Background: an optimization exercise with open tools, aiming at small area, a short achievable clock period and few clock cycles. Do not read the settings as production practice. RTL that was checked went through simulation tests only; none was proved equivalent to the original. No functional check of the RTL was part of run 1.

==> flow/design.v, too long to show whole: its modules and the start of the top module <==
// module SNN: 1636 lines
module SNN(
	clk,
	rst_n,
	in_valid,
	img,
	ker,
	weight,
	out_valid,
	out_data
);
  // ...
==> flow/run.sh <==
#!/bin/bash
# synth_recipe.tcl (not shown) runs the flow's synth.tcl, then flattens the netlist and writes it again
# the make line also repeats each setting of config.mk as NAME=value (left out here)
make -C /OpenROAD-flow-scripts/flow DESIGN_CONFIG=/design/flow/config.mk WORK_HOME=/design/flow/orfs CLKGATE_MAP_FILE= SYNTH_SCRIPT=/design/flow/synth_recipe.tcl finish
==> flow/config.mk <==
export PLATFORM = sky130hd
export DESIGN_NAME = SNN
export DESIGN_NICKNAME = SNN
export VERILOG_FILES = /design/flow/design.v
export SDC_FILE = /design/flow/constraint.sdc
export NUM_CORES = 4
export LEC_CHECK = 0
export CAP_MARGIN = 20
export CORE_MARGIN = 2
export CORE_UTILIZATION = 40
export SLEW_MARGIN = 20
==> flow/constraint.sdc <==
create_clock -name core_clock -period 15.0 [get_ports {clk}]
set_input_delay 3.0000 -clock core_clock [delete_from_list [all_inputs] [get_ports {clk}]]
set_output_delay 3.0000 -clock core_clock [all_outputs]
set_load 0.01 [all_outputs]
==> impl_metrics.csv, run 1 <==
group,metric,value,unit
synthesis,synthTopCellsByArea,"sky130_fd_sc_hd__fa_1 30%, sky130_fd_sc_hd__dfxtp_1 18%, sky130_fd_sc_hd__edfxtp_1 14%, sky130_fd_sc_hd__ha_1 8.1%, sky130_fd_sc_hd__and2_1 8.0%",
status,outcome,"finished clean",
drt,wl_met2,43700,um
cells_and_area,drive_above_1_share,4.31,%
cts,tritoncts.num_buffers,59,
cells_and_area,registers.top_by_ff_count,"lb",
die,die_area,101000,um^2
worst_setup_path,worstSetupPathType,"reg2reg",
cells_and_area,signal_buffer_area_fraction,1.08,%
cts,clock_path_buffers,3,
worst_setup_path,crit_family,"adder cells",
synthesis,ys.flop_type,"sky130_fd_sc_hd__dfxtp_1",
synthesis,synth-simple-area-share,13.7,%
drt,total_number_of_vias,24100,
worst_hold_path,timing.hold.worst.start,"lb[2][7]$_DFF_P_",
place,port_buffers,37,
worst_setup_path,path_depth,16,
synthesis,synth_edf_count,182,
cells_and_area,stdcell_count,4974,
synthesis,yosysTopAreaCell,"sky130_fd_sc_hd__fa_1",
worst_setup_path,start_kind,"register",
synthesis,yosys.cell_count.top_type,"sky130_fd_sc_hd__inv_1",
drt,drc_errors,0,
cts,clock_latency,660,ps
cts,post_cts.resized_instances,0,
die,floorplan.rows,115,
timing,post-route-worst-setup-slack,9530,ps
global_routing,globalRouteMet3Util,3.05,%
place,post-dp-hpwl,73800,um
global_routing,track_usage,19.4,%
drt,drt_iter0_drc,1440,
cts,cts_tree,"yes",
cts,clkSlewWorstSetupHoldPaths,70,ps
worst_setup_path,crit_path_max_incr_delay,640,ps
cells_and_area,finalNetCount,4511,
==> run 2: changes to the inputs <==
--- a/flow/design.v
+++ b/flow/design.v
@@ -69,17 +69,19 @@
 wire [7:0] pb = px;
 wire [7:0] k0 = k[0], k1 = k[1], k2 = k[2], k3 = k[3], k4 = k[4],
            k5 = k[5], k6 = k[6], k7 = k[7], k8 = k[8];
 reg        fa_a, fa_b, fa_cd, fb_cd;
 reg  [7:0] q3;
 reg  [7:0] mx [0:1];
 wire [7:0] nt2 = lb[9];
 wire [7:0] nm2 = lb[3];
-reg  [7:0] ua, um, kw0, kw1;
+reg  [7:0] ua, um;
+wire [7:0] kw0 = fa_a ? w[0] : k0;
+wire [7:0] kw1 = fa_a ? w[1] : k1;
 reg  [7:0] pbm, kw6, kw7;
 reg  [16:0] tm0a, tm0b, tm1a, tm1b, tm2a, tm2b;
 wire [16:0] tm0a_n, tm0b_n, tm1a_n, tm1b_n, tm2a_n, tm2b_n;
 reg [17:0] s1;
 reg [18:0] s2;
 reg [19:0] cv;
 wire [17:0] s1_n;
 wire [18:0] s2_n;
@@ -1481,18 +1483,16 @@
 wire a_ab = v1 && row1 == 4 && col1 == 3;
 wire       bq = fa_a && fa_cd && gt2;
 wire [7:0] vr = !fa_a ? img : !fa_cd ? mx[1] : pool;
 wire a_next = a_cd || a_ab;
 always @(posedge clk) begin
 	pbm <= ({8{bq}} & qp[22:15]) | ({8{!bq}} & vr);
 	ua <= a_next ? (a_cd ? pool : mx[0]) : lb[9];
 	um <= a_next ? 8'd0 : lb[3];
-	kw0 <= a_next ? w[0] : k0;
-	kw1 <= a_next ? w[1] : k1;
 	kw6 <= fa_a ? w[2] : k6;
 	kw7 <= fa_a ? w[3] : k7;
 end
 reg  v5;
 always @(posedge clk or negedge rst_n) begin
 	if(!rst_n) begin
 		fa_a <= 0; fa_b <= 0; fa_cd <= 0; fb_cd <= 0; v5 <= 0;
 	end
==> run 2 against run 1 <==
  * Still clean on timing, DRC and antenna
  * Count of clock-buffer cells in the layout shrank 11
  * Final area decreased by 2.2%
  * Synthesized area is 1.9% lower
  * Core utilization down 0.15 points
  * Sequential share of layout area shrank 0.065 points
  * Non-clock buffer count rose by 1
  * Synthesized cell count down 4.0%
==> impl_metrics.csv, run 2 <==
group,metric,value,unit
status,outcome,"finished clean",
cts,post_cts.resized_instances,0,
die,design.portCount,38,
worst_setup_path,critPathBufInv,2,
timing,finalClockSkew,33.1,ps
timing,fmax,180,MHz
cells_and_area,area.growth.synth_to_final,9.77,%
die,fp.coreArea,96300,um^2
worst_setup_path,critPathMostFrequentCell,"sky130_fd_sc_hd__fa_1",
synthesis,synth_sequential_area_ratio,33.0,%
synthesis,syn-cell-area,38700,um^2
worst_setup_path,timing.critical_path.slowest_stage_cell,"sky130_fd_sc_hd__dfxtp_1",
synthesis,ys.flop_type,"sky130_fd_sc_hd__dfxtp_1",
cts,cts.sink_count,541,
cts,clkSlewWorstSetupHoldPaths,60,ps
die,floorplan.rows,114,
synthesis,synth_top_area_share,30.8,%
drt,detail-route-antenna-nets,0,
synthesis,yosys.cell_count.top_type,"sky130_fd_sc_hd__inv_1",
worst_setup_path,start_kind,"register",
cts,ctsHtreeMaxLevel,2,
timing,finalSetupTns,0,ps
worst_setup_path,rr_worst_depth,17,
synthesis,synth.top_cells.by_count,"732 x sky130_fd_sc_hd__inv_1, 595 x sky130_fd_sc_hd__fa_1, 382 x sky130_fd_sc_hd__and2_1",
timing,max-slew-margin-rel,32.3,%
global_routing,grt_max_degree,54,
timing,final.min_clock_period,5560,ps
flow_run,max-cap-violations,0,
timing,pins_over_their_slew_limit,0,
drt,drc_errors,0,
cells_and_area,registers.top_by_ff_count,"lb",
synthesis,synthTopCellsByArea,"sky130_fd_sc_hd__fa_1 31%, sky130_fd_sc_hd__dfxtp_1 17%, sky130_fd_sc_hd__edfxtp_1 14%, sky130_fd_sc_hd__ha_1 8.2%, sky130_fd_sc_hd__inv_1 7.1%",
cts,tritoncts.num_buffers,57,
timing,worstMarginPinSlew,988,ps
drt,drt_iter0_drc,1267,
synthesis,synthesis.instances,3433,
global_routing,track_usage,19.1,%
worst_setup_path,path_cells,"and2_1 > fa_1 > fa_1 > inv_1 > fa_1 > fa_1 > fa_1 > inv_1 > ha_1 > nor3_1 > o21ai_0 > and3_1 > a41o_1 > or4_1 > a311o_1 > a21oi_1 > xnor2_1",
worst_setup_path,critical_path_data_arrival_time,6140,ps
cells_and_area,finalNetCount,4372,
global_routing,grt_pass1_wl,143000,um
drt,total_number_of_vias,22900,
worst_setup_path,critPathLaunch,"pbm[1]$_DFF_P_",
cells_and_area,drive_above_1_share,4.35,%
drt,routed_wire_length,91100,um
worst_hold_path,hold_end,"lb[7][2]$_DFF_P_",
die,fp.dieW,315,um
synthesis,synth.yosys.warnings,5,
drt,detailedRoute.firstPassIterationCount,4,
worst_setup_path,rrSetupSlack,9440,ps
synthesis,ys_seq_elements,541,
synthesis,synthArstFlopShare,5.18,%
synthesis,synth_area_per_cell,11.3,um^2
global_routing,first_global_vias,24200,
cts,clock_latency,650,ps
timing,final-setup-viol-count,0,
cts,cts_tree,"yes",
cells_and_area,most_common_library_cell_in_the_layout_ignoring_fill_and_taps,"sky130_fd_sc_hd__inv_1",
synthesis,synth_edf_count,182,
worst_setup_path,crit_path_max_incr_delay,660,ps
cts,cts_setup_buffers,0,
global_routing,antenna_found_initial,9,
cells_and_area,flip_flop_and_latch_area,12800,um^2
cells_and_area,diodes_inserted,0,
timing,hold_violations,0,
cells_and_area,max_ffs_per_register,80,
worst_hold_path,timing.hold.worst.start,"lb[6][2]$_DFF_P_",
cts,clk_root_buffer_cell,"sky130_fd_sc_hd__clkbuf_16",
worst_setup_path,required,15580,ps
cts,holdBufCountCts,0,
cells_and_area,layout_top_registers,"lb (80), k (72)",
die,initial_utilization,40.2,%
place,post-dp-hpwl,71300,um
cells_and_area,commonest_cells_after_routing_fill_and_taps_aside,"732 x sky130_fd_sc_hd__inv_1, 595 x sky130_fd_sc_hd__fa_1, 382 x sky130_fd_sc_hd__and2_1, 331 x sky130_fd_sc_hd__dfxtp_1, 255 x sky130_fd_sc_hd__ha_1",
synthesis,synth_cell_types,65,
timing,timing.final.crit_share,37.1,%
worst_setup_path,worstSetupEndpointType,"register",
worst_setup_path,critical_path.reg2reg.endpoint,"s2[17]$_DFF_P_",
cells_and_area,fillerInstances,9034,
worst_setup_path,crit_family,"adder cells",
worst_setup_path,max_fanout_on_critical_path,16,
place,routabilityCongestion,0.886,
worst_hold_path,min_path_type,"reg2reg",
global_routing,globalRouteOverflowTotal,0,
die,dieHeight,315,um
synthesis,yosysTopAreaCell,"sky130_fd_sc_hd__fa_1",
timing,rsz0062_at_grt,"no",
worst_setup_path,regToRegStartpoint,"pbm[1]$_DFF_P_",
place,port_buffers,37,
die,die_area,99300,um^2
drt,average_vias_per_placed_instance,4.75,
synthesis,mappedNetlistNets,4310,
worst_setup_path,worstSetupPathType,"reg2reg",
worst_hold_path,number_of_cells_on_the_worst_hold_path,0,
cts,clock_path_buffers,3,
cells_and_area,multi_input_combinational_cell_area,23000,um^2
drt,routed_wire_length_per_instance,18.9,um
==> run 2: changes by cell type in the layout (fill, tap and decap cells not counted), sizes merged, moves of 11 or more <==
cell,delta
a211oi,-12
a31oi,-11
and2,-121
dfxtp,-16
mux2i,+29
nand2,-82
nor2b,+117
nor3,-13
==> run 2: cells by family (layout without fill, tap and decap cells) <==
kind of cell	after synthesis	in the layout	synth area share, %
flops	541	541	33.0
compound gates	230	230	3.86
buf+inv	780	891	7.58
xor+xnor	92	92	2.10
simple gates	875	875	12.7
mux	65	65	1.75
fa+ha+maj	850	850	39.0
==> run 2: worst reg2reg max path, cell delays in order (launching register included) <==
cell and delay, ps:
sky130_fd_sc_hd__dfxtp_1 660, sky130_fd_sc_hd__and2_1 230, sky130_fd_sc_hd__fa_1 450, sky130_fd_sc_hd__fa_1 520, sky130_fd_sc_hd__inv_1 50, sky130_fd_sc_hd__fa_1 450, sky130_fd_sc_hd__fa_1 480, sky130_fd_sc_hd__fa_1 490
sky130_fd_sc_hd__inv_1 40, sky130_fd_sc_hd__ha_1 190, sky130_fd_sc_hd__nor3_1 180, sky130_fd_sc_hd__o21ai_0 150, sky130_fd_sc_hd__and3_1 230, sky130_fd_sc_hd__a41o_1 250, sky130_fd_sc_hd__or4_1 530, sky130_fd_sc_hd__a311o_1 290
sky130_fd_sc_hd__a21oi_1 170, sky130_fd_sc_hd__xnor2_1 120
==> run 2: worst max path at each step <==
stage,cells after the start,endpoint
after floorplan,18,s2[17]$_DFF_P_
after global placement,16,pbm[2]$_DFF_P_
after detailed placement,17,s2[17]$_DFF_P_
after CTS,17,s2[17]$_DFF_P_
after global routing,18,pbm[7]$_DFF_P_
final,17,s2[17]$_DFF_P_
==> run 2: metrics by stage <==
stage	std cells	instance area [um^2]	hold slack (ps)	util, %	setup slack [ps]
floorplan	3433	38700	310	-	9820
global placement	4711	40600	310	42.2	9540
detailed placement	4711	40600	312	42.2	9470
CTS	4819	42500	322	44.1	9450
global route	4820	42500	330	44.1	9060
finish	4820	42500	323	44.1	9440
==> run 2: layer usage <==
metal	vias to the layer above	wire, um	global-route usage [%]
met2	557	41000	29.9
li1	10700	-	-
met3	129	5660	3.70
met1	11500	42000	27.2
met5	-	33	0
met4	4	2380	4.73
==> run 2: cell type report <==
type | count | area share (%)
clock buffers | 67 | 3.62
clock inverters | 41 | 0.821
inverters | 732 | 6.46
multi-input cells | 2112 | 54.1
flip-flops and latches | 541 | 30.1
well taps | 1276 | 3.76
repair buffers | 51 | 1.10
Testbench counts of run 2, summed over its fixed seeds: cycles 24,648.
==> run 3: changes to the inputs <==
--- a/flow/config.mk
+++ b/flow/config.mk
@@ -5,7 +5,7 @@
 export SDC_FILE = /design/flow/constraint.sdc
 export NUM_CORES = 4
 export LEC_CHECK = 0
-export CAP_MARGIN = 20
+export CAP_MARGIN = 70
 export CORE_MARGIN = 2
 export CORE_UTILIZATION = 40
-export SLEW_MARGIN = 20
+export SLEW_MARGIN = 85
==> run 3 against run 2 <==
  * Still clean
  * Count of clock-buffer cells in the layout is 25 higher
  * Non-clock buffer count up 289
  * Global-route usage up 0.54 points
  * Critical endpoint is now pbm[2]$_DFF_P_
==> impl_metrics.csv, run 3 <==
group,metric,value,unit
status,outcome,"finished clean",
die,fp.coreArea,96300,um^2
timing,fmax,70.4,MHz
timing,rsz0062_at_grt,"no",
cells_and_area,stdcell_count,5111,
timing,final.min_clock_period,14210,ps
worst_setup_path,critPathLaunch,"cv[6]$_DFF_P_",
synthesis,synth_area_per_cell,11.3,um^2
cells_and_area,layout_top_registers,"lb (80), k (72)",
timing,post-route-worst-setup-slack,793,ps
timing,finalSetupTns,0,ps
worst_setup_path,max_fanout_on_critical_path,5,
cts,clk_root_buffer_cell,"sky130_fd_sc_hd__clkbuf_16",
flow_run,max-cap-violations,0,
drt,total_number_of_vias,24000,
cts,tritoncts.num_buffers,58,
synthesis,synthArstFlopShare,5.18,%
drt,average_vias_per_placed_instance,4.70,
synthesis,ys.flop_type,"sky130_fd_sc_hd__dfxtp_1",
timing,hold_violations,0,
global_routing,grt_max_degree,21,
place,place_area,43600,um^2
cells_and_area,flip_flop_and_latch_area,13100,um^2
synthesis,mappedNetlistNets,4310,
drt,detail-route-antenna-nets,0,
place,dp.cells,4945,
global_routing,first_global_vias,25500,
timing,timing.final.crit_share,94.7,%
worst_setup_path,worstSetupEndpointType,"register",
synthesis,yosysTopAreaCell,"sky130_fd_sc_hd__fa_1",
synthesis,yosys.cell_count.top_type,"sky130_fd_sc_hd__inv_1",
cells_and_area,drive_above_1_share,16.8,%
cts,cts_tree,"yes",
place,post-dp-hpwl,77000,um
place,routabilityCongestion,0.886,
cells_and_area,finalNetCount,4662,
cells_and_area,area.growth.synth_to_final,20.3,%
die,floorplan.rows,114,
drt,drc_errors,0,
cells_and_area,diodes_inserted,0,
timing,finalClockSkew,33.0,ps
worst_setup_path,worstSetupPathType,"reg2reg",
global_routing,track_usage,19.6,%
worst_setup_path,regToRegStartpoint,"cv[6]$_DFF_P_",
die,design.portCount,38,
cts,ctsHtreeMaxLevel,2,
global_routing,grt_pass1_wl,147000,um
cells_and_area,max_ffs_per_register,80,
drt,routed_wire_length,94500,um
die,fp.dieW,315,um
global_routing,antenna_found_initial,8,
worst_setup_path,timing.critical_path.slowest_stage_cell,"sky130_fd_sc_hd__fa_1",
cells_and_area,commonest_cells_after_routing_fill_and_taps_aside,"716 x sky130_fd_sc_hd__inv_1, 590 x sky130_fd_sc_hd__fa_1, 380 x sky130_fd_sc_hd__and2_1, 239 x sky130_fd_sc_hd__ha_1, 208 x sky130_fd_sc_hd__dfxtp_1",
synthesis,syn-cell-area,38700,um^2
cells_and_area,most_common_library_cell_in_the_layout_ignoring_fill_and_taps,"sky130_fd_sc_hd__inv_1",
die,initial_utilization,40.2,%
drt,routed_wire_length_per_instance,18.5,um
cells_and_area,multi_input_combinational_cell_area,24600,um^2
worst_setup_path,required,15510,ps
timing,fin_hold_ws,321,ps
cells_and_area,stdcell_area,46600,um^2
timing,pins_over_their_slew_limit,0,
synthesis,synth_sequential_area_ratio,33.0,%
synthesis,synth_edf_count,182,
die,die_area,99300,um^2
global_routing,globalRouteOverflowTotal,0,
die,dieHeight,315,um
cts,clkSlewWorstSetupHoldPaths,60,ps
worst_setup_path,crit_path_max_incr_delay,550,ps
drt,detailedRoute.firstPassIterationCount,5,
synthesis,ys_seq_elements,541,
worst_setup_path,critical_path_data_arrival_time,14720,ps
worst_setup_path,start_kind,"register",
synthesis,synth_top_area_share,30.8,%
worst_setup_path,critPathMostFrequentCell,"sky130_fd_sc_hd__clkdlybuf4s50_1",
timing,max-slew-margin-rel,85.4,%
synthesis,synth_cell_types,65,
drt,drt_iter0_drc,1278,
synthesis,synth.yosys.warnings,5,
cts,clock_latency,660,ps
timing,final-setup-viol-count,0,
cts,cts.sink_count,541,
cts,clock_path_buffers,3,
synthesis,synthesis.instances,3433,
timing,worstMarginPinSlew,214,ps
synthesis,synth.top_cells.by_count,"732 x sky130_fd_sc_hd__inv_1, 595 x sky130_fd_sc_hd__fa_1, 382 x sky130_fd_sc_hd__and2_1",
worst_hold_path,timing.hold.worst.start,"lb[8][5]$_DFF_P_",
place,port_buffers,37,
place,place_ws,6620,ps
worst_hold_path,min_path_type,"reg2reg",
cells_and_area,fillerInstances,8640,
synthesis,synthTopCellsByArea,"sky130_fd_sc_hd__fa_1 31%, sky130_fd_sc_hd__dfxtp_1 17%, sky130_fd_sc_hd__edfxtp_1 14%, sky130_fd_sc_hd__ha_1 8.2%, sky130_fd_sc_hd__inv_1 7.1%",
cells_and_area,registers.top_by_ff_count,"lb",
## run 3: cell count changes in the layout (fill, tap and decap cells not counted), moves of 21 or more
cell / change
sky130_fd_sc_hd__clkdlybuf4s50_1: +65
sky130_fd_sc_hd__o21ai_0: -28
sky130_fd_sc_hd__mux2i_1: -34
sky130_fd_sc_hd__buf_1: +72
sky130_fd_sc_hd__clkbuf_2: +34
sky130_fd_sc_hd__a21oi_1: -34
sky130_fd_sc_hd__buf_2: +50
sky130_fd_sc_hd__buf_4: +21
sky130_fd_sc_hd__mux2i_4: +32
sky130_fd_sc_hd__buf_6: +23
sky130_fd_sc_hd__dfxtp_4: +69
sky130_fd_sc_hd__a21oi_2: +24
sky130_fd_sc_hd__dfxtp_1: -123
sky130_fd_sc_hd__dfxtp_2: +54
## run 3: path summary, 6_finish.rpt
path / to / slack, ps / cells past startpoint
worst max-delay path: pbm[2]$_DFF_P_ / 790 / 39
worst min-delay path: lb[9][5]$_DFF_P_ / 320 / 0
worst max register to register: pbm[2]$_DFF_P_ / 790 / 39
worst min register to register: lb[9][5]$_DFF_P_ / 320 / 0
max in group asynchronous: v6$_DFF_PN0_ / 12510 / 2
min in group asynchronous: pim$_DFFE_PN0P_ / 2150 / 1
## run 3: repair_timing
action | 4_1_cts | 5_1_grt
hold endpoints to repair | 0 | 0
hold buffers | 0 | 0
endpoints found under the setup margin | 0 | 6
gates resized for setup | 0 | 2
setup buffers | 0 | 3
## run 3: cell families after synthesis
family | share of synthesized area, %
simple gates | 12.7
fa+ha+maj | 39.0
buf+inv | 7.58
flops | 33.0
compound gates | 3.86
xor+xnor | 2.10
mux | 1.75
## run 3: layout make-up
type,instances,share of cell area (%)
multi-input cells,2112,52.8
flip-flops and latches,541,28.2
inverters,732,5.93
repair buffers,340,5.43
clock buffers,92,3.94
well taps,1276,3.43
clock inverters,18,0.285
## run 3: metrics by stage
stage	utilization, %
after CTS	47.3
after floorplan	-
after detailed placement	45.2
final	48.4
after global routing	48.4
after global placement	42.2
## run 3: worst max-delay path: cells and delay by family (launching register included)
| kind | cells | cell delay, ps |
|---|---|---|
| AOI/OAI and AO/OA | 5 | 1060 |
| xor gates and xnor gates | 1 | 150 |
| adders and majority gates | 5 | 2340 |
| buffers and inverters | 27 | 9930 |
| DFF | 1 | 390 |
| and+or+nand+nor | 1 | 210 |
## run 3: layer usage
layer	vias up	track usage (%)	routed length, um
li1	11200	-	-
met1	12200	27.3	43200
met2	494	31.0	43400
met3	130	4.32	5470
met4	0	5.26	2470
met5	-	0	0
==> run 4: changes to the inputs <==
--- a/flow/config.mk
+++ b/flow/config.mk
@@ -5,7 +5,7 @@
 export SDC_FILE = /design/flow/constraint.sdc
 export NUM_CORES = 4
 export LEC_CHECK = 0
-export CAP_MARGIN = 70
+export CAP_MARGIN = 50
 export CORE_MARGIN = 2
 export CORE_UTILIZATION = 40
-export SLEW_MARGIN = 85
+export SLEW_MARGIN = 70
==> run 4 against run 3 <==
  * Wire length shrank 3.1%
  * Highest routed layer is now met5
  * Critical path depth decreased by 22
  * Core utilization fell by 3.6 points
  * Final cell count decreased by 5.3%
  * Global-route usage shrank 0.42 points
==> impl_metrics.csv, run 4 <==
group,metric,value,unit
timing,finalSetupTns,0,ps
cells_and_area,most_common_library_cell_in_the_layout_ignoring_fill_and_taps,"sky130_fd_sc_hd__inv_1",
cells_and_area,multi_input_combinational_cell_area,23300,um^2
synthesis,syn-cell-area,38700,um^2
cts,cts_tree,"yes",
timing,max-slew-margin-rel,69.2,%
drt,detail-route-antenna-nets,0,
worst_setup_path,start_kind,"register",
global_routing,antenna_found_initial,6,
status,outcome,"finished clean",
cells_and_area,commonest_cells_after_routing_fill_and_taps_aside,"731 x sky130_fd_sc_hd__inv_1, 595 x sky130_fd_sc_hd__fa_1, 381 x sky130_fd_sc_hd__and2_1, 275 x sky130_fd_sc_hd__dfxtp_1, 255 x sky130_fd_sc_hd__ha_1",
global_routing,grt_pass1_wl,143000,um
synthesis,synth_top_area_share,30.8,%
cells_and_area,finalNetCount,4389,
cells_and_area,drive_above_1_share,7.10,%
synthesis,synth_edf_count,182,
cells_and_area,fillerInstances,9005,
drt,drc_errors,0,
global_routing,first_global_vias,24300,
synthesis,synthArstFlopShare,5.18,%
die,fp.coreArea,96300,um^2
worst_setup_path,worstSetupPathType,"reg2reg",
cells_and_area,stdcell_count,4840,
cts,cts.sink_count,541,
place,port_buffers,37,
die,die_area,99300,um^2
cells_and_area,area.growth.synth_to_final,11.4,%
synthesis,ys_seq_elements,541,
drt,drt_iter0_drc,1261,
cts,post_cts.resized_instances,0,
cts,tritoncts.num_buffers,58,
worst_hold_path,min_path_type,"reg2reg",
timing,final.min_clock_period,5380,ps
timing,hold_violations,0,
die,initial_utilization,40.2,%
cells_and_area,flip_flop_and_latch_area,12900,um^2
global_routing,track_usage,19.2,%
drt,detailedRoute.firstPassIterationCount,4,
cells_and_area,registers.top_by_ff_count,"lb",
die,design.portCount,38,
worst_setup_path,critPathBufInv,2,
synthesis,synthTopCellsByArea,"sky130_fd_sc_hd__fa_1 31%, sky130_fd_sc_hd__dfxtp_1 17%, sky130_fd_sc_hd__edfxtp_1 14%, sky130_fd_sc_hd__ha_1 8.2%, sky130_fd_sc_hd__inv_1 7.1%",
place,place_ws,9610,ps
synthesis,mappedNetlistNets,4310,
cts,clock_path_buffers,3,
cts,ctsHtreeMaxLevel,2,
cts,clock_latency,650,ps
worst_setup_path,rrSetupSlack,9620,ps
cts,cts_setup_buffers,0,
timing,timing.final.crit_share,35.9,%
worst_setup_path,critPathMostFrequentCell,"sky130_fd_sc_hd__fa_1",
place,post-dp-hpwl,72100,um
worst_setup_path,path_cells,"and2_1 > fa_1 > fa_1 > inv_1 > fa_1 > fa_1 > fa_1 > inv_1 > ha_1 > o21ai_0 > nand2b_1 > and3_1 > a41o_1 > or4_1 > a311o_1 > a21oi_1 > xnor2_1",
synthesis,synth_cell_types,65,
cells_and_area,max_ffs_per_register,80,
timing,rsz0062_at_grt,"no",
die,dieHeight,315,um
synthesis,ys.flop_type,"sky130_fd_sc_hd__dfxtp_1",
global_routing,globalRouteOverflowTotal,0,
worst_setup_path,required,15560,ps
cts,holdBufCountCts,0,
timing,final-setup-viol-count,0,
timing,finalClockSkew,38.3,ps
timing,pins_over_their_slew_limit,0,
worst_setup_path,max_fanout_on_critical_path,8,
timing,worstMarginPinSlew,461,ps
timing,post-route-worst-setup-slack,9620,ps
synthesis,yosysTopAreaCell,"sky130_fd_sc_hd__fa_1",
worst_setup_path,crit_family,"adder cells",
drt,routed_wire_length,91600,um
worst_setup_path,timing.critical_path.slowest_stage_cell,"sky130_fd_sc_hd__or4_1",
synthesis,synth.yosys.warnings,5,
synthesis,synth_sequential_area_ratio,33.0,%
cts,clk_root_buffer_cell,"sky130_fd_sc_hd__clkbuf_16",
place,dp.cells,4726,
cts,clkSlewWorstSetupHoldPaths,60,ps
drt,total_number_of_vias,22800,
global_routing,grt_max_degree,45,
synthesis,synth_area_per_cell,11.3,um^2
drt,routed_wire_length_per_instance,18.9,um
synthesis,yosys.cell_count.top_type,"sky130_fd_sc_hd__inv_1",
timing,fmax,186,MHz
worst_setup_path,worstSetupEndpointType,"register",
worst_setup_path,critical_path_data_arrival_time,5950,ps
die,floorplan.rows,114,
flow_run,max-cap-violations,0,
cells_and_area,layout_top_registers,"lb (80), k (72)",
synthesis,synth.top_cells.by_count,"732 x sky130_fd_sc_hd__inv_1, 595 x sky130_fd_sc_hd__fa_1, 382 x sky130_fd_sc_hd__and2_1",
die,fp.dieW,315,um
synthesis,synthesis.instances,3433,
place,routabilityCongestion,0.886,
worst_setup_path,crit_path_max_incr_delay,530,ps
drt,average_vias_per_placed_instance,4.72,
## run 4: cell count changes in the layout (fill, tap and decap cells not counted), moves of 34 or more
cell	change
sky130_fd_sc_hd__buf_2	-44
sky130_fd_sc_hd__clkdlybuf4s50_1	-65
sky130_fd_sc_hd__a21oi_1	+34
sky130_fd_sc_hd__dfxtp_1	+67
sky130_fd_sc_hd__clkbuf_2	-35
sky130_fd_sc_hd__dfxtp_4	-59
sky130_fd_sc_hd__buf_1	-71
## run 4: path summary, 6_finish.rpt
kind,endpoint,cells after the start,start
max in group asynchronous,v6$_DFF_PN0_,2,rst_n
max,s2[17]$_DFF_P_,17,kw7[5]$_DFF_P_
min in group asynchronous,fa_cd$_DFF_PN0_,1,rst_n
max reg2reg,s2[17]$_DFF_P_,17,kw7[5]$_DFF_P_
min,lb[2][3]$_DFF_P_,0,lb[1][3]$_DFF_P_
min reg2reg,lb[2][3]$_DFF_P_,0,lb[1][3]$_DFF_P_
## run 4: logic make-up after synthesis
| kind of cell | synth area share, % |
|---|---|
| simple gates | 12.7 |
| fa+ha+maj | 39.0 |
| buf+inv | 7.58 |
| flops | 33.0 |
| compound gates | 3.86 |
| xor+xnor | 2.10 |
| mux | 1.75 |
## run 4: area by class of cell
type / count / share of cell area (%)
multi-input combinational: 2112 / 54.1
sequential: 541 / 29.9
inverter: 732 / 6.37
clock buffer: 85 / 3.73
tap: 1276 / 3.70
timing repair buffer: 67 / 1.57
clock inverter: 25 / 0.583
antenna: 2 / 0.0116
## run 4: stage by stage
step           hold WS (ps)  area [um^2]  utilization, %
6_report                314        43100            44.8
5_1_grt                 324        43100            44.8
4_1_cts                 293        43000            44.7
3_5_place_dp            312        41200            42.8
3_3_place_gp            310        40600            42.2
2_1_floorplan           310        38700               -
## run 4: worst register-to-register path, cell delays in order (launching register included)
cell and delay [ps]:
sky130_fd_sc_hd__dfxtp_1 500, sky130_fd_sc_hd__and2_1 210, sky130_fd_sc_hd__fa_1 450, sky130_fd_sc_hd__fa_1 520
sky130_fd_sc_hd__inv_1 50, sky130_fd_sc_hd__fa_1 450, sky130_fd_sc_hd__fa_1 480, sky130_fd_sc_hd__fa_1 490
sky130_fd_sc_hd__inv_1 40, sky130_fd_sc_hd__ha_1 320, sky130_fd_sc_hd__o21ai_0 90, sky130_fd_sc_hd__nand2b_1 120
sky130_fd_sc_hd__and3_1 210, sky130_fd_sc_hd__a41o_1 250, sky130_fd_sc_hd__or4_1 530, sky130_fd_sc_hd__a311o_1 300
sky130_fd_sc_hd__a21oi_1 170, sky130_fd_sc_hd__xnor2_1 130
## run 4: routing by layer
layer  share of wire [%]  GRT usage, %  vias up
met3                 6.1          3.89      125
met2                  45          29.9      500
met5               0.014             0        -
met4                 2.6          5.17        2
met1                  47          27.3    11500
li1                    -             -    10700
==> run 5: changes to the inputs <==
--- a/flow/config.mk
+++ b/flow/config.mk
@@ -7,5 +7,5 @@
 export LEC_CHECK = 0
 export CAP_MARGIN = 50
 export CORE_MARGIN = 2
-export CORE_UTILIZATION = 40
+export CORE_UTILIZATION = 60
 export SLEW_MARGIN = 70
==> run 5 against run 4 <==
  * Still clean on timing, DRC and antenna
  * Non-clock buffer count shrank 9
  * Synthesized area unchanged
  * Clock skew fell by 3.7 ps
  * Fmax down 1.9%
  * Final area shrank 1.2%
  * Hold slack better by 1.9 ps
  * Critical path depth did not move
  * Worst setup slack lost 100 ps
  * Core utilization is 22 points higher
  * Count of clock-buffer cells in the layout decreased by 4
  * Critical path type unchanged
==> impl_metrics.csv, run 5 <==
group,metric,value,unit
timing,final.min_clock_period,5480,ps
cells_and_area,finalNetCount,4379,
synthesis,synth.yosys.warnings,5,
timing,timing.final.crit_share,36.6,%
worst_setup_path,worstSetupEndpointType,"register",
cells_and_area,flip_flop_and_latch_area,12900,um^2
cts,clk_root_buffer_cell,"sky130_fd_sc_hd__clkbuf_16",
global_routing,track_usage,29.5,%
drt,average_vias_per_placed_instance,5.35,
worst_hold_path,min_path_type,"reg2reg",
drt,total_number_of_vias,23500,
cts,ctsHtreeMaxLevel,2,
timing,final-setup-viol-count,0,
cells_and_area,max_ffs_per_register,80,
die,fp.coreArea,64100,um^2
die,initial_utilization,60.4,%
place,routabilityCongestion,0.907,
flow_run,max-cap-violations,0,
die,fp.dieW,258,um
cts,cts.sink_count,541,
synthesis,mappedNetlistNets,4310,
synthesis,yosysTopAreaCell,"sky130_fd_sc_hd__fa_1",
cts,post_cts.resized_instances,0,
synthesis,synth_area_per_cell,11.3,um^2
synthesis,syn-cell-area,38700,um^2
timing,fmax,182,MHz
cells_and_area,commonest_cells_after_routing_fill_and_taps_aside,"731 x sky130_fd_sc_hd__inv_1, 595 x sky130_fd_sc_hd__fa_1, 382 x sky130_fd_sc_hd__and2_1, 269 x sky130_fd_sc_hd__dfxtp_1, 255 x sky130_fd_sc_hd__ha_1",
drt,routed_wire_length,93200,um
drt,drc_errors,0,
synthesis,synthTopCellsByArea,"sky130_fd_sc_hd__fa_1 31%, sky130_fd_sc_hd__dfxtp_1 17%, sky130_fd_sc_hd__edfxtp_1 14%, sky130_fd_sc_hd__ha_1 8.2%, sky130_fd_sc_hd__inv_1 7.1%",
drt,routed_wire_length_per_instance,21.2,um
cts,clkSlewWorstSetupHoldPaths,60,ps
timing,rsz0062_at_grt,"no",
die,design.portCount,38,
drt,drt_iter0_drc,1567,
global_routing,grt_max_degree,55,
timing,finalSetupTns,0,ps
cells_and_area,most_common_library_cell_in_the_layout_ignoring_fill_and_taps,"sky130_fd_sc_hd__inv_1",
synthesis,synth_edf_count,182,
synthesis,synthesis.instances,3433,
cells_and_area,multi_input_combinational_cell_area,23300,um^2
synthesis,synth.top_cells.by_count,"732 x sky130_fd_sc_hd__inv_1, 595 x sky130_fd_sc_hd__fa_1, 382 x sky130_fd_sc_hd__and2_1",
cts,tritoncts.num_buffers,57,
cts,holdBufCountCts,0,
worst_setup_path,rr_worst_depth,17,
worst_setup_path,max_fanout_on_critical_path,8,
cts,cts_setup_buffers,0,
synthesis,yosys.cell_count.top_type,"sky130_fd_sc_hd__inv_1",
synthesis,ys_seq_elements,541,
die,dieHeight,258,um
synthesis,synth_top_area_share,30.8,%
worst_setup_path,worstSetupPathType,"reg2reg",
worst_hold_path,number_of_cells_on_the_worst_hold_path,0,
timing,worstMarginPinSlew,436,ps
synthesis,synth_cell_types,65,
worst_setup_path,rrSetupSlack,9520,ps
cts,cts_tree,"yes",
timing,max-slew-margin-rel,70.3,%
worst_setup_path,required,15530,ps
global_routing,grt_pass1_wl,149000,um
cts,clock_latency,620,ps
timing,pins_over_their_slew_limit,0,
place,port_buffers,37,
worst_setup_path,critical_path_data_arrival_time,6010,ps
timing,hold_violations,0,
cells_and_area,drive_above_1_share,7.24,%
place,post-dp-hpwl,73300,um
synthesis,ys.flop_type,"sky130_fd_sc_hd__dfxtp_1",
die,floorplan.rows,93,
worst_setup_path,start_kind,"register",
drt,detailedRoute.firstPassIterationCount,7,
global_routing,antenna_found_initial,5,
synthesis,synth_sequential_area_ratio,33.0,%
synthesis,synthArstFlopShare,5.18,%
die,die_area,66600,um^2
cells_and_area,fillerInstances,4925,
timing,finalClockSkew,34.6,ps
cts,clock_path_buffers,3,
cells_and_area,layout_top_registers,"lb (80), k (72)",
drt,detail-route-antenna-nets,0,
status,outcome,"finished clean",
cells_and_area,diodes_inserted,0,
cells_and_area,area.growth.synth_to_final,10.0,%
global_routing,first_global_vias,26000,
global_routing,globalRouteOverflowTotal,0,
place,dp.cells,4294,
cells_and_area,registers.top_by_ff_count,"lb",
cells_and_area,stdcell_count,4403,
## run 5: cell types whose count changed in the layout (fill, tap and decap cells not counted), moves of 3 or more
| cell | delta |
|---|---|
| sky130_fd_sc_hd__clkinvlp_4 | -4 |
| sky130_fd_sc_hd__dfxtp_1 | -6 |
| sky130_fd_sc_hd__buf_4 | -7 |
| sky130_fd_sc_hd__clkinv_4 | +3 |
| sky130_fd_sc_hd__clkinv_1 | -4 |
| sky130_fd_sc_hd__dfxtp_2 | +5 |
| sky130_fd_sc_hd__clkbuf_16 | +5 |
| sky130_fd_sc_hd__clkbuf_1 | -9 |
| sky130_fd_sc_hd__buf_2 | -3 |
| sky130_fd_sc_hd__clkinv_2 | +4 |
## run 5: worst paths after layout
path	start	to
setup / recovery	kw7[5]$_DFF_P_	s2[17]$_DFF_P_
hold / removal	lb[2][7]$_DFF_P_	lb[3][7]$_DFF_P_
setup reg to reg	kw7[5]$_DFF_P_	s2[17]$_DFF_P_
hold reg to reg	lb[2][7]$_DFF_P_	lb[3][7]$_DFF_P_
max in group asynchronous	rst_n	fa_a$_DFF_PN0_
min in group asynchronous	rst_n	out_data[7]$_DFF_PN0_
## run 5: through the flow
stage	setup slack, ps	cell area, um^2	utilization (%)	hold slack, ps
6_report	9520	42600	66.4	316
5_1_grt	9270	42600	66.4	329
4_1_cts	9550	42500	66.3	322
3_5_place_dp	9590	40600	63.3	312
3_3_place_gp	9570	40100	62.5	310
2_1_floorplan	9820	38700	-	310
## run 5: critical path, cell delays in order, from the launching register on
cell                      delay (ps)
sky130_fd_sc_hd__dfxtp_1         510
sky130_fd_sc_hd__and2_1          210
sky130_fd_sc_hd__fa_1            440
sky130_fd_sc_hd__fa_1            510
sky130_fd_sc_hd__inv_1            50
sky130_fd_sc_hd__fa_1            450
sky130_fd_sc_hd__fa_1            480
sky130_fd_sc_hd__fa_1            490
sky130_fd_sc_hd__inv_1            40
sky130_fd_sc_hd__ha_1            190
sky130_fd_sc_hd__nor3_1          210
sky130_fd_sc_hd__o21ai_0         160
sky130_fd_sc_hd__and3_1          240
sky130_fd_sc_hd__a41o_1          260
sky130_fd_sc_hd__or4_1           530
sky130_fd_sc_hd__a311o_1         300
sky130_fd_sc_hd__a21oi_1         190
sky130_fd_sc_hd__xnor2_1         130
## run 5: cell families (layout without fill, tap and decap cells)
group,count (synthesis),count (layout),share of synthesized area [%]
simple gates,875,875,12.7
fa+ha+maj,850,850,39.0
buf+inv,780,895,7.58
flops,541,541,33.0
compound gates,230,230,3.86
xor+xnor,92,92,2.10
mux,65,65,1.75
## run 5: final cells by class
class	count	area share [%]
Clock buffer	81	4.00
Timing Repair Buffer	58	1.40
Clock inverter	24	0.514
Sequential cell	541	30.3
Tap cell	855	2.51
Inverter	732	6.45
Multi-Input combinational cell	2112	54.8
## run 5: per-layer routing
layer / wire [um] / share of wire, % / global-route usage, % / vias up
met5: 0 / 0 / 0 / -
met4: 2650 / 2.8 / 8.32 / 0
met3: 5020 / 5.4 / 4.35 / 167
met2: 44700 / 48 / 49.1 / 634
met1: 40800 / 44 / 40.7 / 12100
li1: - / - / - / 10700
==> run 6: changes to the inputs <==
==> flow/flow/run.sh (new file) <==
#!/bin/bash
# The standard layout with one netlist pass between synthesis and floorplan:
# flow/invopt.py folds away the inverters that Yosys's full-adder extraction
# leaves between full adder cells (a full adder is self-dual, so adders are
# flipped to need fewer inverters). Registers and all other cells are kept.
# Each tool writes its full output to its own log in this folder.
set -euo pipefail
R=orfs/results/${FLOW_PLATFORM}/SNN/base
bash standard.sh synth > synth.log 2>&1
cp "$R/1_2_yosys.v" 1_2_yosys.before_invopt.v
python3 flow/invopt.py "$R/1_2_yosys.v" > invopt.log 2>&1
rm -f "$R/1_synth.odb" "$R/1_synth.sdc"
bash standard.sh > layout.log 2>&1
==> flow/flow/invopt.py (new file) <==
#!/usr/bin/env python3
"""Removes the inverters that Yosys's full-adder extraction leaves between
full adder cells. A full adder is self-dual (FA(~a,~b,~c) = ~FA(a,b,c) on
both outputs), so each full adder may be flipped: its inputs and outputs
change polarity. Flips are chosen by local search to minimise the number of
signals whose complement is needed; then every inverter is rebuilt, one per
signal that needs its complement. Registers and all other cells are kept.
usage: invopt.py netlist.v  (rewrites the file in place)"""
import re, sys

path = sys.argv[1]
src = open(path).read()
m = re.search(r'^(.*?\bmodule\s+\S+\s*\(.*?\);)(.*)(\bendmodule\b.*)$', src, re.S)
head, body, tail = m.group(1), m.group(2), m.group(3)

OUTS = {'X', 'Y', 'Q', 'Q_N', 'SUM', 'COUT', 'HI', 'LO'}
stmts = [s for s in body.split(';')]
decls, insts, others = [], [], []
inst_re = re.compile(r'^\s*(sky130_fd_sc_hd__\w+)\s+(\S+)\s*\((.*)\)\s*$', re.S)
pin_re = re.compile(r'\.(\w+)\s*\(\s*(.*?)\s*\)\s*(?:,|$)', re.S)
for s in stmts:
    t = re.sub(r'\(\*.*?\*\)', '', s).strip()
    if not t:
        continue
    mi = inst_re.match(t)
    if mi:
        pins = [(p, n.strip()) for p, n in pin_re.findall(mi.group(3))]
        insts.append([mi.group(1), mi.group(2), pins])
    elif re.match(r'^(input|output|inout|wire|reg)\b', t):
        decls.append(t)
    else:
        others.append(t)

# nets referenced outside cell pins (ports, assigns) stay as they are
port_nets = set()
for d in decls:
    if d.startswith('output') or d.startswith('input'):
        pass
fixed_text = ' '.join(others)

driver = {}
for idx, (typ, name, pins) in enumerate(insts):
    for p, n in pins:
        if p in OUTS:
            driver[n] = (idx, p)

def is_inv(idx):
    return insts[idx][0].startswith('sky130_fd_sc_hd__inv_')

out_ports = set()
for d in decls:
    mo = re.match(r'^output\s+(?:\[(\d+):(\d+)\]\s*)?(\S+)', d)
    if mo:
        if mo.group(1):
            for b in range(int(mo.group(2)), int(mo.group(1)) + 1):
                out_ports.add(f'{mo.group(3)}[{b}]')
        else:
            out_ports.add(mo.group(3))

def keep_inv(idx):
    y = dict(insts[idx][2])['Y']
    return y in out_ports or y in fixed_text

def root(n):
    """(root net, parity) following removable inverters"""
    par = 0
    seen = 0
    while n in driver and is_inv(driver[n][0]) and not keep_inv(driver[n][0]) and seen < 100:
        n = dict(insts[driver[n][0]][2])['A']
        par ^= 1
        seen += 1
    return n, par

# consumers: (inst idx, pin, root, parity)
cons = []
for idx, (typ, name, pins) in enumerate(insts):
    if is_inv(idx) and not keep_inv(idx):
        continue
    for p, n in pins:
        if p in OUTS:
            continue
        r, par = root(n)
        cons.append([idx, p, r, par])

fa = [i for i, (t, _, _) in enumerate(insts) if t.startswith('sky130_fd_sc_hd__fa_')]
fa_set = set(fa)
flip = {i: 0 for i in fa}

def drv_flip(r):
    d = driver.get(r)
    if d and d[0] in fa_set:
        return flip[d[0]]
    return 0

by_root = {}
for c in cons:
    by_root.setdefault(c[2], []).append(c)
def need_comp(r):
    f = drv_flip(r)
    for idx, p, rr, par in by_root[r]:
        e = par ^ f ^ (flip[idx] if idx in fa_set else 0)
        if e:
            return 1
    return 0
def cost_around(i):
    roots = set()
    for p, n in insts[i][2]:
        if p in OUTS:
            roots.add(n)
        else:
            roots.add(root(n)[0])
    return sum(need_comp(r) for r in roots if r in by_root), roots

before = sum(need_comp(r) for r in by_root)
improved = True
rounds = 0
while improved and rounds < 50:
    improved = False
    rounds += 1
    for i in fa:
        c0, roots = cost_around(i)
        flip[i] ^= 1
        c1 = sum(need_comp(r) for r in roots if r in by_root)
        if c1 < c0:
            improved = True
        else:
            flip[i] ^= 1
after = sum(need_comp(r) for r in by_root)

# rebuild: remove removable inverters, one new inverter per root needing its complement
comp_net = {}
new_insts = []
k = 0
for r in sorted(by_root):
    if need_comp(r):
        k += 1
        nn = f'_invopt_n{k}_'
        comp_net[r] = nn
        new_insts.append(['sky130_fd_sc_hd__inv_1', f'_invopt_{k}_', [('A', r), ('Y', nn)]])
newpins = {}
for idx, p, r, par in cons:
    e = par ^ drv_flip(r) ^ (flip[idx] if idx in fa_set else 0)
    newpins[(idx, p)] = comp_net[r] if e else r
out = []
for idx, (typ, name, pins) in enumerate(insts):
    if is_inv(idx) and not keep_inv(idx):
        continue
    ps = [(p, newpins.get((idx, p), n)) for p, n in pins]
    out.append([typ, name, ps])
out += new_insts

def net(n):
    return n + ' ' if n.startswith('\\') else n
lines = [head]
for d in decls:
    lines.append('  ' + d + ' ;')
for d in new_insts:
    lines.append(f'  wire {d[2][1][1]};')
for typ, name, ps in out:
    conn = ',\n    '.join(f'.{p}({net(n)})' for p, n in ps)
    lines.append(f'  {typ} {net(name)}(\n    {conn}\n  );')
for o in others:
    lines.append('  ' + o + ' ;')
lines.append(tail)
open(path, 'w').write('\n'.join(lines) + ('\n' if not tail.endswith('\n') else ''))
ninv = sum(1 for i in range(len(insts)) if is_inv(i))
print(f'invopt: {ninv} inverters before, {len(new_insts)} after '
      f'({sum(1 for i in range(len(insts)) if is_inv(i) and keep_inv(i))} kept on ports); '
      f'{sum(flip.values())} of {len(fa)} full adders flipped; {rounds} rounds')
==> flow/standard.sh (new file) <==
#!/bin/bash
# synth_recipe.tcl (not shown) runs the flow's synth.tcl, then flattens the netlist and writes it again
# the make line also repeats each setting of config.mk as NAME=value (left out here)
make -C /OpenROAD-flow-scripts/flow DESIGN_CONFIG=/design/flow/config.mk WORK_HOME=/design/flow/orfs CLKGATE_MAP_FILE= SYNTH_SCRIPT=/design/flow/synth_recipe.tcl "${@:-finish}"
==> flow/config.mk (replaced) <==
export PLATFORM = sky130hd
export DESIGN_NAME = SNN
export DESIGN_NICKNAME = SNN
export VERILOG_FILES = /design/flow/design.v
export SDC_FILE = /design/flow/constraint.sdc
export NUM_CORES = 4
export LEC_CHECK = 0
export CAP_MARGIN = 20
export CORE_MARGIN = 2
export CORE_UTILIZATION = 40
export SLEW_MARGIN = 20
removed: flow/run.sh
==> run 6 against run 5 <==
  * Still clean
  * Wire length fell by 4.8%
  * Hold slack got worse by 3.1 ps
  * First-iteration DRC count fell by 20%
  * Global-route usage fell by 10 points
  * Non-clock buffer count fell by 3
  * Critical path type unchanged
  * Largest cell class unchanged
  * Highest routed layer unchanged
==> impl_metrics.csv, run 6 <==
group,metric,value,unit
cells_and_area,diodes_inserted,0,
cells_and_area,stdcell_count,4260,
global_routing,track_usage,19.5,%
timing,timing.final.crit_share,37.7,%
timing,fin_hold_ws,313,ps
cts,clkSlewWorstSetupHoldPaths,70,ps
drt,routed_wire_length_per_instance,20.8,um
worst_setup_path,timing.critical_path.slowest_stage_cell,"sky130_fd_sc_hd__dfxtp_1",
global_routing,first_global_vias,23100,
cells_and_area,commonest_cells_after_routing_fill_and_taps_aside,"595 x sky130_fd_sc_hd__fa_1, 382 x sky130_fd_sc_hd__and2_1, 331 x sky130_fd_sc_hd__dfxtp_1, 255 x sky130_fd_sc_hd__ha_1, 250 x sky130_fd_sc_hd__inv_1",
global_routing,grt_max_degree,53,
timing,final.min_clock_period,5650,ps
worst_hold_path,timing.hold.worst.start,"lb[0][3]$_DFF_P_",
worst_hold_path,number_of_cells_on_the_worst_hold_path,0,
worst_setup_path,required,15570,ps
worst_setup_path,crit_path_max_incr_delay,810,ps
synthesis,synthesis.instances,2951,
cts,clk_root_buffer_cell,"sky130_fd_sc_hd__clkbuf_16",
global_routing,antenna_found_initial,6,
cells_and_area,finalNetCount,3898,
synthesis,synth.yosys.warnings,5,
status,outcome,"finished clean",
drt,routed_wire_length,88700,um
place,place_ws,9360,ps
worst_hold_path,hold_end,"lb[1][3]$_DFF_P_",
worst_setup_path,critPathBufInv,0,
cts,cts_tree,"yes",
die,dieHeight,308,um
die,initial_utilization,40.3,%
synthesis,syn-cell-area,36900,um^2
timing,finalSetupTns,0,ps
cts,cts.sink_count,541,
die,die_area,94700,um^2
worst_setup_path,rrSetupSlack,9350,ps
cts,clock_path_buffers,3,
cells_and_area,area.growth.synth_to_final,10.6,%
worst_setup_path,max_fanout_on_critical_path,16,
timing,fmax,177,MHz
timing,max-slew-margin-rel,29.2,%
cts,post_cts.resized_instances,0,
worst_setup_path,start_kind,"register",
drt,detail-route-antenna-nets,0,
cts,ctsHtreeMaxLevel,2,
place,post-dp-hpwl,69000,um
drt,drc_errors,0,
timing,worstMarginPinSlew,1060,ps
worst_setup_path,regToRegStartpoint,"pbm[0]$_DFF_P_",
timing,rsz0062_at_grt,"no",
timing,hold_violations,0,
worst_setup_path,critical_path_data_arrival_time,6230,ps
cts,clock_latency,680,ps
cells_and_area,layout_top_registers,"lb (80), k (72)",
drt,total_number_of_vias,21400,
cts,cts_setup_buffers,0,
timing,post-route-worst-setup-slack,9350,ps
drt,detailedRoute.firstPassIterationCount,5,
cells_and_area,max_ffs_per_register,80,
worst_setup_path,worstSetupEndpointType,"register",
die,design.portCount,38,
worst_setup_path,crit_family,"adder cells",
cells_and_area,drive_above_1_share,5.17,%
global_routing,grt_pass1_wl,139000,um
worst_hold_path,min_path_type,"reg2reg",
flow_run,max-cap-violations,0,
cts,holdBufCountCts,0,
worst_setup_path,rr_worst_depth,15,
worst_setup_path,critPathMostFrequentCell,"sky130_fd_sc_hd__fa_1",
worst_setup_path,path_cells,"and2_1 > fa_1 > fa_1 > fa_1 > fa_1 > fa_1 > ha_1 > nor3_1 > o21ai_0 > and3_1 > a41o_1 > or4_1 > a311o_1 > a21oi_1 > xnor2_1",
timing,pins_over_their_slew_limit,0,
synthesis,mappedNetlistNets,3828,
timing,finalClockSkew,43.0,ps
place,port_buffers,37,
cts,tritoncts.num_buffers,61,
worst_setup_path,worstSetupPathType,"reg2reg",
die,fp.dieW,308,um
worst_setup_path,critical_path.reg2reg.endpoint,"s2[17]$_DFF_P_",
cells_and_area,most_common_library_cell_in_the_layout_ignoring_fill_and_taps,"sky130_fd_sc_hd__fa_1",
global_routing,globalRouteOverflowTotal,0,
cells_and_area,fillerInstances,8282,
die,fp.coreArea,91500,um^2
drt,average_vias_per_placed_instance,5.02,
die,floorplan.rows,111,
timing,final-setup-viol-count,0,
place,dp.cells,4144,
cells_and_area,registers.top_by_ff_count,"lb",
drt,drt_iter0_drc,1257,
place,routabilityCongestion,0.859,
synthesis,synth_area_per_cell,12.5,um^2
[run 6: cell type report]
cell class                      count  area [um^2]  share of cell area [%]
Clock buffer                       86         1770                    4.32
Clock inverter                     30          353                   0.864
Inverter                          250          938                    2.30
Multi-Input combinational cell   2112        23000                    56.3
Sequential cell                   541        12800                    31.3
Tap cell                         1186         1480                    3.63
Timing Repair Buffer               55          500                    1.23
[run 6: per-stage QoR]
step                utilization [%]  area, um^2
global placement               42.3       38700
CTS                            44.6       40800
detailed placement             42.3       38700
global route                   44.6       40800
floorplan                         -       36900
finish                         44.6       40800
[run 6: layer usage]
layer	global-route usage, %	vias up	part of all wire (%)
li1	-	9717	-
met1	27.1	10900	45
met2	30.7	605	46
met3	4.16	138	6.4
met4	5.54	0	2.8
met5	0	-	0
[run 6: worst max-delay path by stage]
stage / startpoint / to / slack, ps / cells after the start
3_5_place_dp: pbm[0]$_DFF_P_ / s2[17]$_DFF_P_ / 9360 / 15
6_report: pbm[0]$_DFF_P_ / s2[17]$_DFF_P_ / 9350 / 15
2_1_floorplan: pbm[0]$_DFF_P_ / s2[17]$_DFF_P_ / 9910 / 16
4_1_cts: pbm[0]$_DFF_P_ / s2[17]$_DFF_P_ / 9340 / 15
3_3_place_gp: pbm[0]$_DFF_P_ / s2[17]$_DFF_P_ / 9500 / 15
5_1_grt: cv[13]$_DFF_P_ / pbm[7]$_DFF_P_ / 8960 / 16
==> run 7: changes to the inputs <==
--- a/flow/config.mk
+++ b/flow/config.mk
@@ -5,7 +5,7 @@
 export SDC_FILE = /design/flow/constraint.sdc
 export NUM_CORES = 4
 export LEC_CHECK = 0
-export CAP_MARGIN = 20
+export CAP_MARGIN = 50
 export CORE_MARGIN = 2
 export CORE_UTILIZATION = 40
-export SLEW_MARGIN = 20
+export SLEW_MARGIN = 70
==> run 7 against run 6 <==
  * Synthesized area did not move
  * Final area rose by 1.3%
  * Non-clock buffer count rose by 12
  * Sequential share of layout area fell by 0.15 points
  * Still clean
  * Hold slack got worse by 14 ps
  * Via count barely moved
  * Count of clock-buffer cells in the layout did not move
==> impl_metrics.csv, run 7 <==
group,metric,value,unit
worst_setup_path,worstSetupPathType,"reg2reg",
die,floorplan.rows,111,
place,port_buffers,37,
drt,routed_wire_length_per_instance,20.8,um
timing,finalSetupTns,0,ps
cts,clock_path_buffers,3,
synthesis,synth_area_per_cell,12.5,um^2
timing,hold_violations,0,
drt,detailedRoute.firstPassIterationCount,7,
worst_setup_path,critPathLaunch,"pbm[0]$_DFF_P_",
cells_and_area,fillerInstances,8226,
global_routing,grt_pass1_wl,139000,um
cells_and_area,finalNetCount,3909,
timing,final-setup-viol-count,0,
worst_hold_path,timing.hold.worst.start,"lb[1][3]$_DFF_P_",
cts,holdBufCountCts,0,
cells_and_area,max_ffs_per_register,80,
die,design.portCount,38,
cells_and_area,diodes_inserted,0,
drt,routed_wire_length,88900,um
global_routing,globalRouteOverflowTotal,0,
global_routing,first_global_vias,23200,
cells_and_area,most_common_library_cell_in_the_layout_ignoring_fill_and_taps,"sky130_fd_sc_hd__fa_1",
synthesis,mappedNetlistNets,3828,
timing,pins_over_their_slew_limit,0,
die,dieHeight,308,um
cts,cts_setup_buffers,0,
cts,cts_tree,"yes",
cts,cts.sink_count,541,
global_routing,grt_max_degree,45,
flow_run,max-cap-violations,0,
place,post-dp-hpwl,69700,um
die,initial_utilization,40.3,%
timing,final.min_clock_period,5330,ps
timing,worstMarginPinSlew,471,ps
synthesis,synthesis.instances,2951,
worst_setup_path,required,15550,ps
drt,average_vias_per_placed_instance,5.01,
worst_setup_path,start_kind,"register",
die,die_area,94700,um^2
worst_setup_path,worstSetupEndpointType,"register",
timing,timing.final.crit_share,35.6,%
timing,rsz0062_at_grt,"no",
timing,fmax,188,MHz
worst_setup_path,timing.critical_path.slowest_stage_cell,"sky130_fd_sc_hd__dfxtp_2",
worst_setup_path,critical_path_data_arrival_time,5890,ps
timing,finalClockSkew,57.9,ps
timing,max-slew-margin-rel,68.3,%
cts,post_cts.resized_instances,0,
cells_and_area,layout_top_registers,"lb (80), k (72)",
cts,clock_latency,660,ps
cells_and_area,area.growth.synth_to_final,12.0,%
worst_setup_path,crit_path_max_incr_delay,560,ps
worst_setup_path,critPathMostFrequentCell,"sky130_fd_sc_hd__fa_1",
cts,clkSlewWorstSetupHoldPaths,60,ps
cells_and_area,finish.utilization,45.2,%
worst_setup_path,path_cells,"and2_1 > fa_1 > fa_1 > fa_1 > fa_1 > fa_1 > ha_1 > nor3_1 > o21ai_0 > and3_1 > a41o_1 > or4_1 > a311o_1 > a21oi_1 > xnor2_1",
drt,drc_errors,0,
drt,drt_iter0_drc,1365,
status,outcome,"finished clean",
cts,tritoncts.num_buffers,60,
synthesis,syn-cell-area,36900,um^2
worst_setup_path,regToRegStartpoint,"pbm[0]$_DFF_P_",
worst_hold_path,min_path_type,"reg2reg",
cts,clk_root_buffer_cell,"sky130_fd_sc_hd__clkbuf_16",
global_routing,antenna_found_initial,4,
cells_and_area,commonest_cells_after_routing_fill_and_taps_aside,"595 x sky130_fd_sc_hd__fa_1, 381 x sky130_fd_sc_hd__and2_1, 275 x sky130_fd_sc_hd__dfxtp_1, 255 x sky130_fd_sc_hd__ha_1, 247 x sky130_fd_sc_hd__inv_1",
cells_and_area,registers.top_by_ff_count,"lb",
place,routabilityCongestion,0.859,
drt,total_number_of_vias,21400,
cts,ctsHtreeMaxLevel,2,
global_routing,track_usage,19.6,%
worst_setup_path,max_fanout_on_critical_path,16,
drt,detail-route-antenna-nets,0,
die,fp.dieW,308,um
die,fp.coreArea,91500,um^2
cells_and_area,drive_above_1_share,8.50,%
synthesis,synth.yosys.warnings,5,
-- run 7: cell type report --
class	instances	area, um^2	share of cell area (%)
clock buffer	86	1760	4.27
clock inverter	27	325	0.787
inverter	250	938	2.27
multi-input combinational	2112	23300	56.3
sequential	541	12900	31.2
tap	1186	1480	3.59
timing repair buffer	67	678	1.64
-- run 7: critical path, delay by kind of cell, from the launching register on --
kind                       cells  cell delay [ps]
adders and majority gates      6             2570
and+or+nand+nor                4             1130
AOI/OAI and AO/OA              4              870
DFF                            1              560
xor gates and xnor gates       1              130
-- run 7: metrics by stage --
stage / area [um^2] / std cells / hold WS [ps] / setup WS, ps
floorplan: 36900 / 2951 / 310 / 9910
global placement: 38700 / 4143 / 310 / 9500
detailed placement: 39200 / 4154 / 312 / 9650
CTS: 41300 / 4267 / 300 / 9620
global route: 41400 / 4269 / 305 / 9370
finish: 41400 / 4269 / 299 / 9670
-- run 7: path summary, 6_finish.rpt --
path,end,slack [ps],cells after the start
worst max register to register,s2[17]$_DFF_P_,9670,15
worst min-delay path,lb[2][3]$_DFF_P_,300,0
worst min register to register,lb[2][3]$_DFF_P_,300,0
min in group asynchronous,v3$_DFF_PN0_,2250,1
worst max-delay path,s2[17]$_DFF_P_,9670,15
max in group asynchronous,pim$_DFFE_PN0P_,12410,1
-- run 7: metal layers --
metal	vias to the layer above	track usage, %	part of all wire [%]
met4	4	5.66	2.5
met1	11000	27.1	45
li1	9751	-	-
met2	536	31.1	46
met3	128	3.92	6.5
met5	-	0	0.030
==> run 8: changes to the inputs <==
--- a/flow/flow/run.sh
+++ b/flow/flow/run.sh
@@ -10,4 +10,5 @@
 cp "$R/1_2_yosys.v" 1_2_yosys.before_invopt.v
 python3 flow/invopt.py "$R/1_2_yosys.v" > invopt.log 2>&1
 rm -f "$R/1_synth.odb" "$R/1_synth.sdc"
-bash standard.sh > layout.log 2>&1
+# repair aims at a setup slack of 10 ns (the clock period is unchanged)
+bash standard.sh finish SETUP_SLACK_MARGIN=10 > layout.log 2>&1
==> run 8 against run 7 <==
  * Fmax up 8.6%
  * Worst setup slack better by 420 ps
  * First-iteration DRC count down 8.9%
  * Global-route usage up 0.28 points
  * Register-to-register slack better by 420 ps
==> impl_metrics.csv, run 8 <==
group,metric,value,unit
timing,max-slew-margin-rel,71.3,%
die,dieHeight,308,um
timing,pins_over_their_slew_limit,0,
cells_and_area,finalNetCount,3945,
cells_and_area,max_ffs_per_register,80,
worst_setup_path,critical_path_data_arrival_time,5430,ps
synthesis,synth.yosys.warnings,5,
worst_setup_path,max_fanout_on_critical_path,5,
cts,cts.sink_count,541,
status,outcome,"finished clean",
worst_setup_path,path_cells,"buf_4 > and2_1 > fa_1 > inv_1 > fa_1 > fa_1 > inv_1 > fa_1 > fa_1 > ha_4 > and3_4 > a41o_1 > or4_4 > a311o_1 > a21oi_2 > xnor2_1",
global_routing,globalRouteOverflowTotal,0,
synthesis,synthesis.instances,2951,
die,design.portCount,38,
die,floorplan.rows,111,
global_routing,antenna_found_initial,5,
global_routing,grt_max_degree,45,
timing,fmax,204,MHz
worst_setup_path,crit_family,"adder cells",
cts,clock_latency,630,ps
cts,tritoncts.num_buffers,66,
worst_setup_path,start_kind,"register",
timing,hold_violations,0,
synthesis,syn-cell-area,36900,um^2
timing,finalSetupTns,0,ps
timing,final-setup-viol-count,0,
drt,routed_wire_length,90500,um
cells_and_area,drive_above_1_share,11.2,%
place,routabilityCongestion,0.859,
die,fp.dieW,308,um
cells_and_area,most_common_library_cell_in_the_layout_ignoring_fill_and_taps,"sky130_fd_sc_hd__fa_1",
worst_setup_path,required,15520,ps
cells_and_area,area.growth.synth_to_final,13.9,%
cts,holdBufCountCts,0,
worst_setup_path,worstSetupEndpointType,"register",
cells_and_area,flip_flop_and_latch_area,13000,um^2
drt,total_number_of_vias,21500,
flow_run,max-cap-violations,0,
drt,drc_errors,0,
drt,detailedRoute.firstPassIterationCount,5,
timing,final.min_clock_period,4910,ps
die,initial_utilization,40.3,%
worst_hold_path,min_path_type,"reg2reg",
timing,rsz0062_at_grt,"yes",
place,port_buffers,37,
cts,cts_tree,"yes",
cells_and_area,multi_input_combinational_cell_area,23500,um^2
synthesis,mappedNetlistNets,3828,
global_routing,grt_pass1_wl,141000,um
die,die_area,94700,um^2
synthesis,synth_area_per_cell,12.5,um^2
timing,worstMarginPinSlew,421,ps
timing,fin_hold_ws,320,ps
drt,drt_iter0_drc,1244,
cells_and_area,commonest_cells_after_routing_fill_and_taps_aside,"594 x sky130_fd_sc_hd__fa_1, 381 x sky130_fd_sc_hd__and2_1, 264 x sky130_fd_sc_hd__dfxtp_1, 247 x sky130_fd_sc_hd__ha_1, 245 x sky130_fd_sc_hd__inv_1",
drt,detail-route-antenna-nets,0,
global_routing,track_usage,19.8,%
cells_and_area,layout_top_registers,"lb (80), k (72)",
timing,finalClockSkew,34.6,ps
drt,routed_wire_length_per_instance,21.0,um
cts,clock_path_buffers,3,
drt,average_vias_per_placed_instance,5.00,
worst_setup_path,crit_path_max_incr_delay,540,ps
worst_setup_path,critPathBufInv,3,
cts,clkSlewWorstSetupHoldPaths,60,ps
cells_and_area,registers.top_by_ff_count,"lb",
die,fp.coreArea,91500,um^2
worst_setup_path,timing.critical_path.slowest_stage_cell,"sky130_fd_sc_hd__fa_1",
-- run 8: area by class of cell --
class                      count  area share [%]
antenna                        2          0.0119
inverter                     250            2.25
clock inverter                32           0.714
clock buffer                  88            4.60
timing repair buffer          97            2.16
tap                         1186            3.53
multi-input combinational   2112            55.9
sequential                   541            30.8
-- run 8: metal layers --
metal,vias to the layer above,global-route usage (%),wire length [um]
met5,-,0,0
met4,0,5.60,2300
met3,116,3.61,4950
met2,525,32.3,42700
met1,11100,27.2,40600
li1,9830,-,-
-- run 8: timing repair --
action,in CTS,in global routing
setup endpoints to repair,13,17
pin swaps,21,19
hold endpoints to repair,0,0
resized for setup,40,30
setup buffers,20,7
-- run 8: final timing paths --
| kind | start | endpoint | slack [ps] | cells past startpoint |
|---|---|---|---|---|
| min in group asynchronous | rst_n | fa_a$_DFF_PN0_ | 2310 | 1 |
| worst max register to register | pbm[4]$_DFF_P_ | s2[17]$_DFF_P_ | 10090 | 16 |
| max in group asynchronous | rst_n | col1[0]$_DFFE_PN0P_ | 12400 | 1 |
| worst min register to register | lb[0][7]$_DFF_P_ | lb[1][7]$_DFF_P_ | 320 | 0 |
| worst max-delay path | pbm[4]$_DFF_P_ | s2[17]$_DFF_P_ | 10090 | 16 |
| worst min-delay path | lb[0][7]$_DFF_P_ | lb[1][7]$_DFF_P_ | 320 | 0 |
-- run 8: per-stage QoR --
step | cell area [um^2] | instances | setup WS [ps]
2_1_floorplan | 36900 | 2951 | 10010
3_3_place_gp | 38700 | 4144 | 9500
3_5_place_dp | 39200 | 4157 | 9680
4_1_cts | 41800 | 4297 | 9990
5_1_grt | 42000 | 4306 | 9930
6_report | 42000 | 4308 | 10090

==> static timing again, ports no longer ideal <==
No port has a modelled driver above. Below, the same layouts with a new extraction and two added sets of constraints.
Step 1 assumes that a clkbuf_16 drives the clock port and a buf_2 every other input.
Step 2, shift: input delay + t, output delay - t, t = (earliest + latest rising clock arrival at the registers) / 2. This alone moves slack from input paths to output paths.
a / b / c = ideal / step 1 / step 2; a / b = the first two.
run	t (ns)	slack for setup (ns)	hold slack, ns	worst setup path after step 2
run 1	0.710	9.534 / 9.534 / 9.534	0.320 / 0.320 / 0.320	register to register
run 2	0.704	9.438 / 9.438 / 9.438	0.323 / 0.323 / 0.323	register to register
run 3	0.705	0.793 / 0.793 / 0.793	0.321 / 0.321 / 0.321	register to register
run 4	0.704	9.618 / 9.618 / 9.618	0.314 / 0.314 / 0.314	register to register
run 5	0.667	9.515 / 9.515 / 9.515	0.316 / 0.316 / 0.316	register to register
run 6	0.725	9.349 / 9.349 / 9.349	0.313 / 0.313 / 0.313	register to register
run 7	0.703	9.667 / 9.667 / 9.667	0.299 / 0.299 / 0.299	register to register
run 8	0.678	10.089 / 10.089 / 10.089	0.320 / 0.320 / 0.320	register to register
After both steps setup and hold are still met in every run listed.
